This is an optimization exercise on Yosys and OpenROAD, whose aim is small area, a short achievable clock period and few clock cycles, not a production implementation.
Only simulation tests tie the RTL to the original design; equivalence was not proved.
Power figures rest on the tool's default switching activity, not on a simulated workload.

==> design/flow/design.v <==
module Mux(
data1,
data2,
sel,
out
  );
input sel;
input signed [7:0]data1;
input signed [40:0]data2;
output signed [40:0]out;
assign out=sel==0?data1:data2;
endmodule
module sram #(parameter DEPTH=32, parameter AW=5)(
input clk,w,rst,cs,
input [11:0]addr,
input [40:0]data_in,
output reg [40:0]data_out
  );
reg signed [40:0]memory[DEPTH-1:0];
always@(posedge clk)
  if(cs==1 && w==1)
    memory[addr[AW-1:0]]<=data_in;
always@(posedge clk,negedge rst)
  begin
    if(!rst)
      data_out<=41'd0;
    else 
      case(cs)
        1:begin
          if(w!=1)
            data_out<=memory[addr[AW-1:0]];
          end
        default:;
        endcase
  end
endmodule
module sram_w #(parameter DEPTH=32, parameter AW=5)(
input clk,w,rst,cs,
input [11:0]addr,
input [7:0]data_in,
output reg [7:0]data_out
  );
reg signed [7:0]memory[DEPTH-1:0];
always@(posedge clk)
  if(cs==1 && w==1)
    memory[addr[AW-1:0]]<=data_in;
always@(posedge clk,negedge rst)
  begin
    if(!rst)
      data_out<=8'd0;
    else 
      case(cs)
        1:begin
          if(w!=1)
            data_out<=memory[addr[AW-1:0]];
          end
        default:;
        endcase
  end
endmodule
module butterfly(
clk,
rst,
k,
cs,
w,
state,
caldata_in_r,
caldata_w_r,
caldata_in_i,
caldata_w_i,
caldata_out_r,
caldata_out_i
  );
input cs,clk,w,rst;
input [4:0]state;
input [40:0]caldata_in_r;
input [7:0]caldata_w_r;
input [40:0]caldata_in_i;
input [7:0]caldata_w_i;     
output [40:0]caldata_out_r;
output [40:0]caldata_out_i;
output [3:0]k;
wire signed [7:0]caldata_w_r;         
wire signed [7:0]caldata_w_i;
reg signed [40:0]caldata_insm_r;       
reg signed [40:0]caldata_insm_i;      
reg signed [40:0]caldata_out_r;
reg signed [40:0]caldata_out_i;
reg signed [40:0]caldata_inbi_r;      
reg signed [40:0]caldata_inbi_i;      
reg signed [40:0]cal_r;
reg signed [40:0]cal_i;
reg signed [40:0]pro_caldata_outsm_r;
reg signed [40:0]pro_caldata_outsm_i;
reg signed [40:0]pro_caldata_outbi_r;
reg signed [40:0]pro_caldata_outbi_i;
reg signed [40:0]caldata_outsm_r;
reg signed [40:0]caldata_outsm_i;
reg signed [40:0]caldata_outbi_r;
reg signed [40:0]caldata_outbi_i;
reg [3:0]k;
always@(posedge clk,negedge rst)
  if(!rst)begin
    k<=0;
  end
  else begin
    case(k)
      0:if(state==13)
        k<=1;
      1:begin
        caldata_insm_r<=caldata_in_r;
        caldata_insm_i<=caldata_in_i;
        k<=2;
      end
      2:begin
        if(state==15) 
          k<=3;
      end 
      3:
        k<=4;
      4:begin
        caldata_inbi_r<=caldata_in_r;
        caldata_inbi_i<=caldata_in_i;
        k<=5;
      end
      5:begin
        cal_r<=caldata_inbi_r*caldata_w_r-caldata_inbi_i*caldata_w_i;
        cal_i<=caldata_inbi_r*caldata_w_i+caldata_inbi_i*caldata_w_r;
        k<=6;
      end
      6:begin
        pro_caldata_outsm_r<=caldata_insm_r*127+cal_r;
        pro_caldata_outsm_i<=caldata_insm_i*127+cal_i;
        pro_caldata_outbi_r<=caldata_insm_r*127-cal_r;
        pro_caldata_outbi_i<=caldata_insm_i*127-cal_i;
        k<=7;
      end                     
      7:begin
        caldata_outsm_r<=pro_caldata_outsm_r/127;
        caldata_outsm_i<=pro_caldata_outsm_i/127;
        caldata_outbi_r<=pro_caldata_outbi_r/127;
        caldata_outbi_i<=pro_caldata_outbi_i/127;
        k<=8;
      end                     
      8:begin
        if(state==16)begin
          caldata_out_r<=caldata_outsm_r;
          caldata_out_i<=caldata_outsm_i;
          k<=9;
        end
      end
      9:begin
        if(state==17)begin
          caldata_out_r<=caldata_outbi_r; 
          caldata_out_i<=caldata_outbi_i; 
          k<=0;
        end
      end
      default:;
    endcase
  end
endmodule  
module control(
clk,
rst,
k,
state,
sram0_addr,
sram1_addr,
sram2_addr,
sram0_cs,
sram1_cs,
sram2_cs,
sram0_w,
sram1_w,
sram2_w,
caldata_cs,
caldata_w,
sel,
out_valid
  );
input rst;
input clk;
input [3:0]k;
output reg sel;
output [11:0]sram0_addr;
output [11:0]sram1_addr;
output [11:0]sram2_addr;
output reg sram0_cs;
output reg sram1_cs;
output reg sram2_cs;
output reg sram0_w; 
output reg sram1_w;
output reg sram2_w;
output reg caldata_cs;
output reg caldata_w; 
output reg [4:0]state;
output reg out_valid;
parameter width=32;
parameter AZ=6;
parameter LOGW=5;
reg [11:0]sram0_addr;
reg [11:0]sram1_addr;
reg [11:0]sram2_addr;
reg [11:0]i;
reg [11:0]j;
reg [3:0]z;
reg [11:0]c;
reg [11:0]num;
reg [11:0]b;
reg [11:0]p;
reg [11:0]block;
reg [11:0]o;
reg v1;
wire [11:0]rev_addr;
genvar g;
generate
  for(g=0;g<LOGW;g=g+1)begin:brev
    assign rev_addr[g]=sram0_addr[LOGW-1-g];
  end
endgenerate
assign rev_addr[11:LOGW]=0;
always@(posedge clk,negedge rst)begin
  if(!rst)begin
    sram0_addr<=0;
    sram1_addr<=0;
    sram2_addr<=0;
    sram0_cs<=0;
    sram1_cs<=0;
    sram2_cs<=0;
    sram0_w<=0;
    sram1_w<=0;
    sram2_w<=0;
    caldata_cs<=0;
    caldata_w<=0;
    i<=0;
    sel<=0;
    j<=0;
    z<=1;
    c<=0;
    b<=0;
    p<=0;
    num<=0;
    block<=0;
    o<=0;
    v1<=0;
    out_valid<=0;
    state<=0;
  end
  else begin
    v1<=(state==18);
    out_valid<=v1;
    case(state)
      0:begin
        sram0_cs<=1;
        sram0_w<=1;
        sram0_addr<=0;
        sram2_cs<=1;     
        sram2_w<=1;      
        sram2_addr<=0;
        state<=1;
      end
      1:begin
        if(sram0_addr==(width-1))begin
          sram0_cs<=1;   
          sram0_w<=0;
          sram2_cs<=0;     
          sram2_w<=0;    
          state<=2;  
          sram1_cs<=1;
          sram1_w<=1;  
          sram0_addr<=0;
        end      
        else begin          
          sram0_cs<=1;   
          sram0_w<=1;    
          sram0_addr<=sram0_addr+1;
          sram2_cs<=1;     
          sram2_w<=1;      
          sram2_addr<=sram2_addr+1;       
          state<=1;
        end
      end 
      2:begin
        sram0_addr<=0;
        state<=3;
      end
      3:begin
        sram1_addr<=rev_addr;
        state<=4;
      end 
      4:begin
        if(sram0_addr==(width-1))begin
          sram1_cs<=1;    
          sram1_w<=0;  
          sel<=1;   
          state<=5;      
        end
        else begin           
          sram1_cs<=1;    
          sram1_w<=1; 
          sram0_w<=0;    
          sram0_addr<=sram0_addr+1;
          state<=6;
        end
      end
      5:begin
        if (z<AZ)begin
          c<=c+num/2;
          state<=7;
        end
        else begin
          o<=0;
          state<=18;
        end
      end
      6:begin
        sram1_addr<=rev_addr;     
        state<=4;
      end
      7:begin
        num<=2**z;
        state<=8;
      end 
      8:begin 
        block<=(width)/num;
        state<=9;
      end 
      9:begin 
        b<=num/2;
        state<=10;
      end 
      10:begin
        if(i<block)begin
          p<=num*i ;
          state<=11;
        end 
        else begin
          z<=z+1;
          i<=0;
          state<=5;
        end
      end 
      11:begin 
        if(j<b)
          state<=12;
        else begin 
          i<=i+1;
          state<=10;
          j<=0;
        end 
      end 
      12:begin
        caldata_cs<=1;
        caldata_w<=1;
        sram1_cs<=1;
        sram1_w<=0;
        sram2_cs<=1;
        sram2_w<=0;
        sram1_addr<=p+j;
        sram2_addr<=c+j;
        state<=13;  
      end
      13:
        state<=14;
      14:begin
        if(k==2)begin
          caldata_cs<=1;
          caldata_w<=1;     
          sram1_cs<=1;   
          sram1_w<=0;                  
          sram2_cs<=1;   
          sram2_w<=0;    
          sram1_addr<=p+j+b;
          state<=15;
        end 
        else
          state<=14;      
      end 
      15:begin
        if(k==8)begin 
          caldata_cs<=1;
          caldata_w<=0;
          sram1_cs<=1;
          sram1_w<=1; 
          sram1_addr<=p+j;
          state<=16;
        end 
        else
          state<=15;
      end
      16:begin 
        if(k==9)begin 
          caldata_cs<=1;
          caldata_w<=0;
          sram1_cs<=1;
          sram1_w<=1; 
          sram1_addr<=p+j+b;
          j<=j+1;
          state<=17;
        end
        else 
          state<=16;
      end 
      17:
        if(k==0)
          state<=11;
        else
          state<=17;
      18:begin
        sram1_cs<=1;
        sram1_w<=0;
        sram1_addr<=o;
        o<=o+1;
        if(o==(width-1))
          state<=19;
      end
      19:begin
        sram1_cs<=0;
        sram1_w<=0;
      end
      default:begin     
        sram0_addr<=0;  
        sram1_addr<=0;  
        sram2_addr<=0; 
        sram0_cs<=0;    
        sram1_cs<=0;    
        sram2_cs<=0;    
        sram0_w<=0;     
        sram1_w<=0;     
        sram2_w<=0;     
        caldata_cs<=0;      
        caldata_w<=0;       
      end
    endcase
  end
end
endmodule       
module top(
input rst,clk,
input [7:0]data_in_r,
input [7:0]data_in_i,
input [7:0]data_w_r,
input [7:0]data_w_i,
output [40:0]data_out_r,
output [40:0]data_out_i,
output out_valid
  );
parameter WIDTH=32;
parameter LOGW=5;
wire [4:0]state;
wire sel;
wire sram0_cs;
wire sram1_cs;
wire sram2_cs;
wire sram0_w;
wire sram1_w;
wire sram2_w;
wire caldata_cs;
wire caldata_w;
wire [40:0]caldata_out_r;
wire [40:0]caldata_out_i;
wire [40:0]sram0_addr; 
wire [40:0]sram1_addr;             
wire [40:0]sram2_addr;
wire [40:0]sram0_out_r;
wire [40:0]sram0_out_i;
wire [40:0]sram1_out_r;
wire [40:0]sram1_out_i;
wire [40:0]sram1_in_r;
wire [40:0]sram1_in_i;
wire [40:0]sram2_out_r;
wire [40:0]sram2_out_i;
wire [3:0]k;
assign data_out_r=sram1_out_r;
assign data_out_i=sram1_out_i;           
Mux Mux_1_r(
      .data1(sram0_out_r),
      .data2(caldata_out_r),
      .sel(sel),
      .out(sram1_in_r)
      );
Mux Mux_1_i(
      .data1(sram0_out_i),
      .data2(caldata_out_i),
      .sel(sel),
      .out(sram1_in_i)
      );
sram_w #(.DEPTH(WIDTH),.AW(LOGW)) sram0_r(
      .clk(clk),                     
      .rst(rst),                               
      .w(sram0_w),                             
      .cs(sram0_cs),                           
      .addr(sram0_addr),                       
      .data_in(data_in_r),                     
      .data_out(sram0_out_r));                 
sram #(.DEPTH(WIDTH),.AW(LOGW)) sram1_r(
      .clk(clk),                   
      .rst(rst),                               
      .w(sram1_w),                             
      .cs(sram1_cs),                           
      .addr(sram1_addr),                       
      .data_in(sram1_in_r),                   
      .data_out(sram1_out_r));                   
sram_w #(.DEPTH(WIDTH),.AW(LOGW)) sram2_r(
      .clk(clk),                   
      .rst(rst),                               
      .w(sram2_w),                             
      .cs(sram2_cs),                           
      .addr(sram2_addr),                       
      .data_in(data_w_r),                       
      .data_out(sram2_out_r));                  
sram_w #(.DEPTH(WIDTH),.AW(LOGW)) sram0_i(.clk(clk),             
      .rst(rst),                          
      .w(sram0_w),                          
      .cs(sram0_cs),                        
      .addr(sram0_addr),                    
      .data_in(data_in_i),                
      .data_out(sram0_out_i));            
sram #(.DEPTH(WIDTH),.AW(LOGW)) sram1_i(.clk(clk),            
      .rst(rst),                        
      .w(sram1_w),                        
      .cs(sram1_cs),                      
      .addr(sram1_addr),                  
      .data_in(sram1_in_i), 
      .data_out(sram1_out_i));          
sram_w #(.DEPTH(WIDTH),.AW(LOGW)) sram2_i(.clk(clk),            
      .rst(rst),                         
      .w(sram2_w),                         
      .cs(sram2_cs),                       
      .addr(sram2_addr),                   
      .data_in(data_w_i), 
      .data_out(sram2_out_i));           
butterfly butterfly0(.clk(clk),
      .rst(rst),
      .k(k),
      .state(state),
      .cs(caldata_cs),
      .w(caldata_w),
      .caldata_in_r(sram1_out_r),
      .caldata_in_i(sram1_out_i),
      .caldata_w_r(sram2_out_r),
      .caldata_w_i(sram2_out_i),
      .caldata_out_r(caldata_out_r),
      .caldata_out_i(caldata_out_i));
control #(.width(WIDTH),.AZ(LOGW+1),.LOGW(LOGW)) con1(
      .rst(rst),
      .clk(clk),
      .sram0_cs(sram0_cs),                    
      .sram1_cs(sram1_cs),
      .sram2_cs(sram2_cs),
      .sram0_w(sram0_w),
      .sram1_w(sram1_w),
      .sram2_w(sram2_w),
      .sram0_addr(sram0_addr),
      .sram1_addr(sram1_addr),
      .sram2_addr(sram2_addr),
      .k(k),
      .caldata_cs (caldata_cs),
      .sel(sel),
      .state(state),
      .out_valid(out_valid),
      .caldata_w(caldata_w ));
endmodule
==> design/flow/run.sh <==
#!/bin/bash
# synth_recipe.tcl (not shown) runs the flow's synth.tcl, then flattens the netlist and writes it again
# the make line also repeats each setting of config.mk as NAME=value (left out here)
make -C /OpenROAD-flow-scripts/flow DESIGN_CONFIG=/design/flow/config.mk WORK_HOME=/design/flow/orfs CLKGATE_MAP_FILE= SYNTH_SCRIPT=/design/flow/synth_recipe.tcl finish
==> design/flow/config.mk <==
export PLATFORM = sky130hd
export DESIGN_NAME = top
export DESIGN_NICKNAME = top
export VERILOG_FILES = /design/flow/design.v
export SDC_FILE = /design/flow/constraint.sdc
export NUM_CORES = 4
export LEC_CHECK = 0
export CAP_MARGIN = 20
export CORE_MARGIN = 2
export CORE_UTILIZATION = 40
export SLEW_MARGIN = 20
==> design/flow/constraint.sdc <==
create_clock -name core_clock -period 90.0 [get_ports {clk}]
set_input_delay 18.0000 -clock core_clock [delete_from_list [all_inputs] [get_ports {clk}]]
set_output_delay 18.0000 -clock core_clock [all_outputs]
set_load 0.01 [all_outputs]
==> results.json <==
{
  "startpoint_type": "flip-flop",
  "synth-main-ff-cell": "edfxtp_1",
  "slew_headroom": 0.0855,
  "tightestPinTransition_ps": 1370,
  "cp_top_family": "compound AO/OA/AOI/OAI gates",
  "antenna_left": 0,
  "rows": 312,
  "grt_util_all_layers": 0.233,
  "setup_viol": 0,
  "viasPerCell": 5.78,
  "port_buffers": 116,
  "start_util": 0.401,
  "status": "finished clean",
  "wire_per_inst_microns": 25.7,
  "cp-end-kind": "flip-flop",
  "period_share": 0.904,
  "skew_ps": 164,
  "synthesis.nets": 25583,
  "cts_hold_buf": 0,
  "place_ws_ps": 5040,
  "cp.arrival_ps": 82240,
  "syn_inst": 23270,
  "grt_pass1_wl_microns": 1280000,
  "die_area_sq_um": 728000,
  "clk_latency_ps": 1130,
  "cts_buffer_depth": 4,
  "htreeDepth": 5,
  "antenna_found_initial": 70,
  "fin_cells": 33825,
  "dpl.hpwl_microns": 602000,
  "ios": 117,
  "layout_setup_ws_ps": 8680,
  "async_reset_ff_frac": 0.0526,
  "area_growth_pct": 11.1,
  "fillers": 65326,
  "mappedNetlistArea_sq_um": 289000,
  "dpl.cell_count": 32857,
  "synth_seq_cells": 4541,
  "maxCapViolCount": 0,
  "drc": 0,
  "hold_viol_final": 0,
  "max_stage_delay_ps": 570,
  "drt_iter0_drc": 20005,
  "clock-sinks": 4541,
  "cpMaxStageDelayCell": "or4_4",
  "fin_nets": 26084,
  "layout-drive-gt1-share": 0.161,
  "critPathMostFrequentCell": "o21ai_0",
  "first_pass_iters": 6,
  "cts.clk_slew.worst_paths_ps": 60,
  "path_class": "reg -> reg",
  "synth_edf_count": 4302,
  "required_ps": 90920,
  "grt_max_degree": 130,
  "hold_class": "reg -> reg",
  "finalMaxSlewViolations": 0,
  "overflow": 0,
  "vias": 195600,
  "p_total_mw": 4.31,
  "final_util": 0.445,
  "power.density_nw_per_um2": 13.4,
  "wl_microns": 870000,
  "gp_congestion": 0.881,
  "grt_pass1_vias": 192958,
  "core_region_area_sq_um": 721000,
  "worst-path-buf-inv": 23,
  "post-route-min-period_ps": 81320,
  "postSynthAreaPerCell_sq_um": 12.4,
  "cellLeakagePower_nw": 119,
  "cts_tree": "built",
  "die_w_microns": 853,
  "cts_root_buf": "clkbuf_16",
  "max-vdd-ir-drop_mv": 0.0223,
  "max_freq_ghz": 0.0123,
  "yosysUniqueCellTypes": 224,
  "ys_seq_area_frac": 0.468,
  "yosysWarnings": 21,
  "numCtsBuffers": 473,
  "chipHeight_microns": 853,
  "critPathMaxFanout": 43
}
-- what timing repair did --
| item | CTS | global route |
|---|---|---|
| endpoints found under the setup margin | 0 | 2 |
| setup buffers | 0 | 10 |
| resized for setup | 0 | 58 |
-- registers in the layout, indices dropped and copies added, names as in the netlist, 256 cells and up --
signal / flops
sram1_r.memory: 1312
sram2_i.memory: 256
sram2_r.memory: 256
sram0_r.memory: 256
sram1_i.memory: 1312
sram0_i.memory: 256
-- cells in the final DEF, fill, tap and decap left out, drive strengths merged, types with 206 or more instances in the layout --
| cell | n |
|---|---|
| nor2 | 1280 |
| a21oi | 1090 |
| nand2b | 302 |
| xnor2 | 796 |
| fa | 1352 |
| buf | 843 |
| o21bai | 281 |
| o21ai | 946 |
| ha | 927 |
| mux4 | 964 |
| clkinv | 224 |
| nor3 | 376 |
| dfrtp | 238 |
| mux2 | 236 |
| mux2i | 213 |
| inv | 2053 |
| and2 | 640 |
| edfxtp | 4302 |
| o31ai | 206 |
| xor2 | 409 |
| clkbuf | 570 |
| nand2 | 2074 |
| a21o | 260 |
| nand3 | 378 |
-- synthesized netlist by cell type, drive strengths merged, types with 79 or more instances --
master	n	area, sq um
a211oi	139	1240
a21boi	83	638
a21o	260	1990
a21oi	1090	5690
a221oi	89	798
a22oi	123	948
a31oi	181	1320
and2	640	4060
and3	167	1150
buf	253	1550
clkbuf	663	2700
dfrtp	238	5960
edfxtp	4302	129000
fa	1352	27100
ha	927	11600
inv	2036	7640
mux2	236	2710
mux2i	213	2230
mux4	964	21700
nand2	2074	7840
nand2b	302	1890
nand3	378	1980
nand4	136	885
nor2	1280	4900
nor2b	94	596
nor3	376	2080
nor4	165	1410
o211ai	117	990
o21a	174	1340
o21ai	946	4870
o21bai	281	2150
o22ai	79	539
o31ai	206	1780
or2	133	842
or3	154	1060
xnor2	796	7220
xor2	409	3690
-- where the power goes --
part | switching (mW) | total [mW] | internal, mW
Combinational | 0.0109 | 0.0126 | 0.00169
Sequential | 0 | 2.28 | 2.28
Clock | 0.879 | 2.02 | 1.14
Total | 0.890 | 4.31 | 3.42
-- logic make-up after synthesis --
family          after synthesis  synth area share
compound gates             4635             0.116
mux                        1413            0.0923
buf+inv                    2962            0.0414
simple gates               6215             0.109
flops                      4541             0.468
fa+ha+maj                  2298             0.135
xor+xnor                   1206            0.0379
-- cell type report --
class	instances	area, sq um	area share
Antenna cell	68	170	0.000530
Clock buffer	570	12400	0.0386
Clock inverter	314	3490	0.0109
Inverter	2042	7670	0.0239
Multi-Input combinational cell	15767	142000	0.443
Sequential cell	4541	135000	0.422
Tap cell	9577	12000	0.0373
Timing Repair Buffer	946	7610	0.0237
-- worst paths after layout --
check | depth (start not counted) | startpoint | slack [ps] | to
setup / recovery | 466 | con1.num[0] | 8680 | con1.block[0]
hold / removal | 0 | con1.v1 | 350 | con1.out_valid
setup reg to reg | 466 | con1.num[0] | 8680 | con1.block[0]
hold reg to reg | 0 | con1.v1 | 350 | con1.out_valid
max in group asynchronous | 5 | rst | 69600 | sram1_i.data_out[7]
min in group asynchronous | 1 | rst | 16840 | sram0_i.data_out[0]
-- stage by stage --
stage	hold slack, ps	cell area [sq um]	setup TNS [ps]
detailed placement	338	304000	0
finish	352	321000	0
floorplan	331	289000	0
global placement	336	304000	0
CTS	353	320000	0
global route	366	321000	-61.6
-- routing by layer --
layer,vias up,share of wire,GRT usage
li1,86854,-,-
met1,100136,0.42,0.328
met2,7430,0.46,0.371
met3,1176,0.076,0.0320
met4,4,0.040,0.0839
met5,-,0.000080,0
Testbench counts, summed over its fixed seeds: cycles 71,952.

## separate check: timing with driven ports
In the flow no input, the clock included, has a driving cell. The finished layout below was timed again as built, in two steps.
Step 1 assumes that a clkbuf_16 drives the clock port and a buf_2 every other input.
Step 2, shift: input delay + t, output delay - t, t = (earliest + latest rising clock arrival at the registers) / 2. This alone moves slack from input paths to output paths.
a / b / c = no drivers / after step 1 / after step 2; a / b = the first two.
shift t [ns]: 1.179
setup WS [ns]: 8.680 / 8.680 / 8.680
hold slack, ns: 0.352 / 0.352 / 0.352
latest minus earliest clock arrival (ns): 0.166 / 0.166
pins driven straight from the clock port: 1
After both steps this run still meets setup and hold. The setup slack of this run moves by 0.000 ns with the drivers and by 0.000 ns with both steps.
